Background: an optimization exercise with open tools, aiming at small area and a short achievable clock period. Do not read the settings as production practice. Where RTL was checked, it was by simulation tests only, not by an equivalence proof against the original. Power is estimated from default activity; no workload was simulated.

Setup of JK:
==> flow/design.v (excerpt) <==
module pipelined_boothe_multiplier #(
    parameter WIDTH = 32
) (
    input clk,
    input reset,
    input en,
    input [WIDTH - 1: 0] md,
    input [WIDTH - 1: 0] mr,
    output [(2 * WIDTH) - 1: 0] s_result
);
export LEC_CHECK = 0
export CAP_MARGIN = 20
export CORE_MARGIN = 2
export CORE_UTILIZATION = 58
export CTS_CLUSTER_DIAMETER = 100
export CTS_CLUSTER_SIZE = 30
export PLACE_DENSITY = 0.7
export SETUP_SLACK_MARGIN = 2.85
export SLEW_MARGIN = 20
export SYNTH_HIERARCHICAL = 1
export SYNTH_MINIMUM_KEEP_SIZE = 0
create_clock -name core_clock -period 5.0 [get_ports {clk}]
run.sh (not shown) runs the stock make flow with config.mk's settings and CLKGATE_MAP_FILE= SYNTH_SCRIPT=/design/flow/synth_recipe.tcl, a recipe that flattens the netlist after the stock synthesis.
JK completed every stage of the flow, and the final layout passed the timing, design-rule and antenna checks.
--- input diff JK..MS ---
Settings: changing CORE_UTILIZATION from 58 to 60; setting TNS_END_PERCENT to 60 for the first time.
Compared JK against MS; area of all placed cells without fillers within noise. Compared with JK, MS shows starting utilization of the core area higher by 1.9 points. The total power after layout on MS is in line with that on JK. Between JK and MS, time the worst path needs with I/O delays and setup increased.
Function was not checked in any run of this note: the RTL went through the layout flow alone.

========
pipelined_boothe_multiplier again, from the RTL that the note above started with.
clock: 5.0 ns
lec_check: 0
cap_margin: 20
core_margin: 2
core_utilization: 60
cts_cluster_diameter: 100
cts_cluster_size: 30
place_density: 0.7
setup_slack_margin: 2.85
slew_margin: 20
synth_hierarchical: 1
synth_minimum_keep_size: 0
tns_end_percent: 80
The first run produced a clean layout.
Rerun with:
- PLACE_DENSITY: 0.7 -> 0.65
- TNS_END_PERCENT: 80 -> unset
Effect: Wire length stays flat; maximum frequency came out higher by a few percent; flip-flop and latch count does not change; die area is unchanged; first-iteration DRC count came out lower by a few percent; design area hardly moves; area after synthesis stays the same; count of clock-buffer cells in the layout is unchanged; worst setup slack improves by 0.11 ns; worst hold slack degrades by 0.034 ns.
Rerun with:
- CORE_UTILIZATION: 60 -> 62
- PLACE_DENSITY: 0.65 -> 0.72
- TNS_END_PERCENT: unset -> 60
Effect: The changed run completed with no timing, DRC or antenna violations; utilization increases by 1.7 points; hold slack degrades by 0.0056 ns; die area decreases by about 3%; cell area decreases by 0.62%; power increases by about 0.6%; critical path depth decreases by 2; sequential share of layout area increases by 0.34 points; cell count decreases by about 1.5%.
Rerun with:
- CORE_UTILIZATION: 62 -> 58
- PLACE_DENSITY: 0.72 -> 0.7
- SETUP_SLACK_MARGIN: 2.85 -> 2.87
Result: Worst setup slack is about the same; die area increases by a few percent; total power drops slightly; worst hold slack gains 0.028 ns.
Rerun with:
- CORE_UTILIZATION: 58 -> 60
- SETUP_SLACK_MARGIN: 2.87 -> 2.85
- TNS_END_PERCENT: 60 -> unset
Outcome: Routed wire length increases by 3.3%. Utilization grows by 2.4 points. Cell count hardly moves. Power rose by 0.48%. Design area rose by 0.37%. Combinational power is about the same. Worst setup slack degrades by 0.12 ns. Hold slack improves by 0.010 ns. Clock power is about the same. Area after synthesis is unchanged.
Function was not checked in any run of this note: the RTL went through the layout flow alone.

========
== alpha ==
Another version of the RTL of pipelined_boothe_multiplier (not shown whole).
Size: about 7700 cells after synthesis, roughly 2300 flip-flops, roughly 0.082 sq mm of cells after synthesis.
Settings: LEC_CHECK=0, CAP_MARGIN=20, CORE_MARGIN=2, CORE_UTILIZATION=30, PLACE_DENSITY=0.4, SLEW_MARGIN=20; clock period 5.0 ns.
alpha ended with every stage complete and zero timing, DRC or antenna violations.
> inputs changed (alpha -> beta)
Settings: swapping 0.4 for 0.7 in PLACE_DENSITY; swapping 30 for 60 in CORE_UTILIZATION.
Notes after the runs:
beta completed; timing, DRC and antenna clean. When the final numbers for alpha and beta were put side by side, the latest clock arrival within the worst-skew pair turned out to be greater in alpha. met3 usage was higher in the run labelled beta. As far as combinational power is concerned, beta and alpha perform about the same.
No functional check of the RTL was part of any run of this note.

========
Setup of trial 25:
pipelined_boothe_multiplier, a different RTL version from the one above (not shown whole).
Size in the first run: about 5500 cells after synthesis, roughly 2400 flip-flops, about 130 I/O pins.
Settings: LEC_CHECK=0, CAP_MARGIN=20, CORE_MARGIN=2, CORE_UTILIZATION=60, CTS_BUF_LIST=sky130_fd_sc_hd__clkbuf_8, CTS_CLUSTER_SIZE=24, PLACE_DENSITY=0.7, SETUP_SLACK_MARGIN=2.9, SLEW_MARGIN=20; clock period 5.0 ns.
Here is what was changed in the inputs of build 24 compared with trial 25.
Settings: removing CTS_BUF_LIST (formerly sky130_fd_sc_hd__clkbuf_8); removing CTS_CLUSTER_SIZE (formerly 24).
Findings:
- Routed via count sits lower in build 24 than in trial 25.
- Insertion delay of the later-clocked pin in the worst-skew pair: build 24 vs trial 25 down 0.16 ns
- Build 24 ended up with a higher worst setup slack after layout than trial 25 did.
- Going from trial 25 to build 24, total power moved up, number of nets at the end of the flow fell 194, post-cts repair resize count -5.7%.
- As far as worst hold path depth goes, trial 25 and build 24 are indistinguishable; the numbers are identical.
- In the flow results for build 24 and trial 25, the buffer count from post-CTS setup fixing is smaller on build 24.
- The final layout from build 24, which completed every stage, passed the timing, design-rule and antenna checks at the end of the flow.
No run of this note included a check of the RTL's function; only the layout flow was run.

========
red:
Another version of the RTL of pipelined_boothe_multiplier (not shown whole).
Size: roughly 5800 cells after synthesis, roughly 2300 flip-flops, ~130 I/O pins, ~75000 um2 of cells after synthesis.
## pipelined_boothe_multiplier
module pipelined_boothe_multiplier #(
    parameter WIDTH = 32
) (
    input clk,
    input reset,
    input en,
    input [WIDTH - 1: 0] md,
    input [WIDTH - 1: 0] mr,
    output [(2 * WIDTH) - 1: 0] s_result
);
Settings: LEC_CHECK=0, CAP_MARGIN=20, CORE_MARGIN=2, CORE_UTILIZATION=60, CTS_CLUSTER_DIAMETER=100, CTS_CLUSTER_SIZE=30, PLACE_DENSITY=0.7, SETUP_SLACK_MARGIN=2.85, SLEW_MARGIN=20, SYNTH_HIERARCHICAL=1, SYNTH_MINIMUM_KEEP_SIZE=0, TNS_END_PERCENT=60; clock period 5.0 ns.
Input changes introduced in blue (baseline for comparison: red):
Settings: changing SETUP_SLACK_MARGIN from 2.85 to 2.88; removing TNS_END_PERCENT (formerly 60).
--- outcome ---
Comparing blue and red, worst setup slack is lower on blue.
Classification of the worst setup path: register to output port -> red, register to register -> blue
blue vs. red: setup slack at placement up 120 ps, number of fill cells down 169, post-cts sizing count up 61.
NOTE power red->blue increased slightly
Comparing blue and red, the higher area added between synthesis and finish was measured on blue.
Of blue and red, the lower proportion of cell area occupied by registers belongs to blue.
Input-level comparison between green and blue:
Settings: TNS_END_PERCENT now 60, previously not set; SETUP_SLACK_MARGIN now 2.85, was 2.88; CTS_BUF_LIST now sky130_fd_sc_hd__clkbuf_16 sky130_fd_sc_hd__clkbuf_4, previously not set.
--- outcome ---
Any difference in final weighted congestion in routability-driven placement between blue and green is small enough to ignore.
The run showing the smaller shortest clock period the worst path allows after layout is green.
Final worst-path setup slack up 26 ps in green wrt blue
| maximum single-stage delay on the critical path | green vs blue | 100 ps lower |
In green relative to blue, sum of routed wire length over all layers had gone down by a few percent.
Compared with blue, green ends up with less cell area.
Compared with blue, in green overall power consumption down 1.6%; tightest slew margin relative to the limit up 2.0 points.
### green -> orange
Settings: CTS_CLUSTER_SIZE: 30 -> 24; CTS_BUF_LIST: sky130_fd_sc_hd__clkbuf_16 sky130_fd_sc_hd__clkbuf_4 -> sky130_fd_sc_hd__clkbuf_16 sky130_fd_sc_hd__clkbuf_8.
Findings:
orange -> green: total number of nets in the final design flat
Per the comparison of orange with green, post-route clock period utilization increased by 0.55 points relative to the old numbers, number of vias per cell went up 0.016.
Final instance count without filler cells of orange is on par with green.
Sort green and orange by met1 layer usage reported by global route, descending, and orange comes first.
orange vs green — share of the core filled with cells rose 0.30 points.
Proportion of register bits with asynchronous set or reset after synthesis: green vs orange identical
Comparing orange with green, the clock-pin slew on the worst setup and hold paths came out essentially unchanged.
green → orange: clock buffer count went up, shortest clock period the worst path allows after layout climbed 28 ps.
Input changes introduced in purple (baseline for comparison: orange):
Settings: removing TNS_END_PERCENT (formerly 60); changing SETUP_SLACK_MARGIN from 2.85 to 2.82; changing CTS_CLUSTER_SIZE from 24 to 34; removing CTS_BUF_LIST (formerly sky130_fd_sc_hd__clkbuf_16 sky130_fd_sc_hd__clkbuf_8).
--- outcome ---
From orange to purple the numbers moved as follows: area growth from synthesis to layout saw a decrease; async set or reset register ratio after synthesis saw little to no change. Portion of the clock cycle consumed by the worst path in the final layout on purple is down relative to orange.

-- afterwards: timing with drivers on the ports --
Ports are ideal in the flow. The routed layouts listed here were re-timed in OpenROAD.
Step 1, drivers: a clkbuf_16 drives clk and a buf_2 each remaining input, both assumed.
Step 2, shift: input delay + t, output delay - t, t = (earliest + latest rising clock arrival at the registers) / 2. This alone moves slack from input paths to output paths.
a / b / c = no drivers / after step 1 / after step 2; a / b = the first two.
| run | shift t [ns] | setup WS [ns] | hold slack, ns | worst data-port slew with drivers (ns) | pins driven straight from the clock port |
|---|---|---|---|---|---|
| JK | 0.792 | 2.814 / 2.735 / 2.456 | 0.323 / 0.323 / 0.323 | 0.09 | 1 |
| MS | 0.795 | 2.722 / 2.641 / 2.357 | 0.321 / 0.321 / 0.321 | 0.13 | 1 |
| the first run of note 2 | 0.796 | 2.722 / 2.641 / 2.360 | 0.323 / 0.323 / 0.323 | 0.13 | 1 |
| the second run of note 2 | 0.799 | 2.828 / 2.758 / 2.151 | 0.289 / 0.289 / 0.289 | 0.12 | 1 |
| the third run of note 2 | 0.774 | 2.843 / 2.783 / 2.342 | 0.284 / 0.284 / 0.284 | 0.11 | 1 |
| the fourth run of note 2 | 0.790 | 2.840 / 2.765 / 2.381 | 0.312 / 0.312 / 0.312 | 0.10 | 1 |
| the fifth run of note 2 | 0.798 | 2.722 / 2.640 / 2.356 | 0.322 / 0.322 / 0.322 | 0.13 | 1 |
| alpha | 0.935 | 1.163 / 1.163 / 1.163 | 0.277 / 0.277 / 0.277 | 0.06 | 1 |
| beta | 0.877 | 1.321 / 1.321 / 1.321 | 0.265 / 0.265 / 0.265 | 0.06 | 1 |
| trial 25 | 1.022 | 2.421 / 2.421 / 2.421 | 0.284 / 0.284 / 0.284 | 0.06 | 1 |
| build 24 | 0.871 | 2.473 / 2.473 / 2.354 | 0.277 / 0.277 / 0.277 | 0.06 | 1 |
| red | 0.766 | 2.851 / 2.780 / 2.499 | 0.319 / 0.319 / 0.319 | 0.11 | 1 |
| blue | 0.793 | 2.825 / 2.772 / 2.355 | 0.294 / 0.294 / 0.294 | 0.11 | 1 |
| green | 0.766 | 2.851 / 2.780 / 2.499 | 0.319 / 0.319 / 0.319 | 0.11 | 1 |
| orange | 0.780 | 2.823 / 2.754 / 2.517 | 0.292 / 0.292 / 0.292 | 0.11 | 1 |
| purple | 0.756 | 2.861 / 2.791 / 2.408 | 0.299 / 0.299 / 0.299 | 0.12 | 1 |
After both steps setup and hold are still met in every run listed. The setup slack of the second run of note 2, which loses most, moves by -0.070 ns with the drivers and by -0.677 ns with both steps.
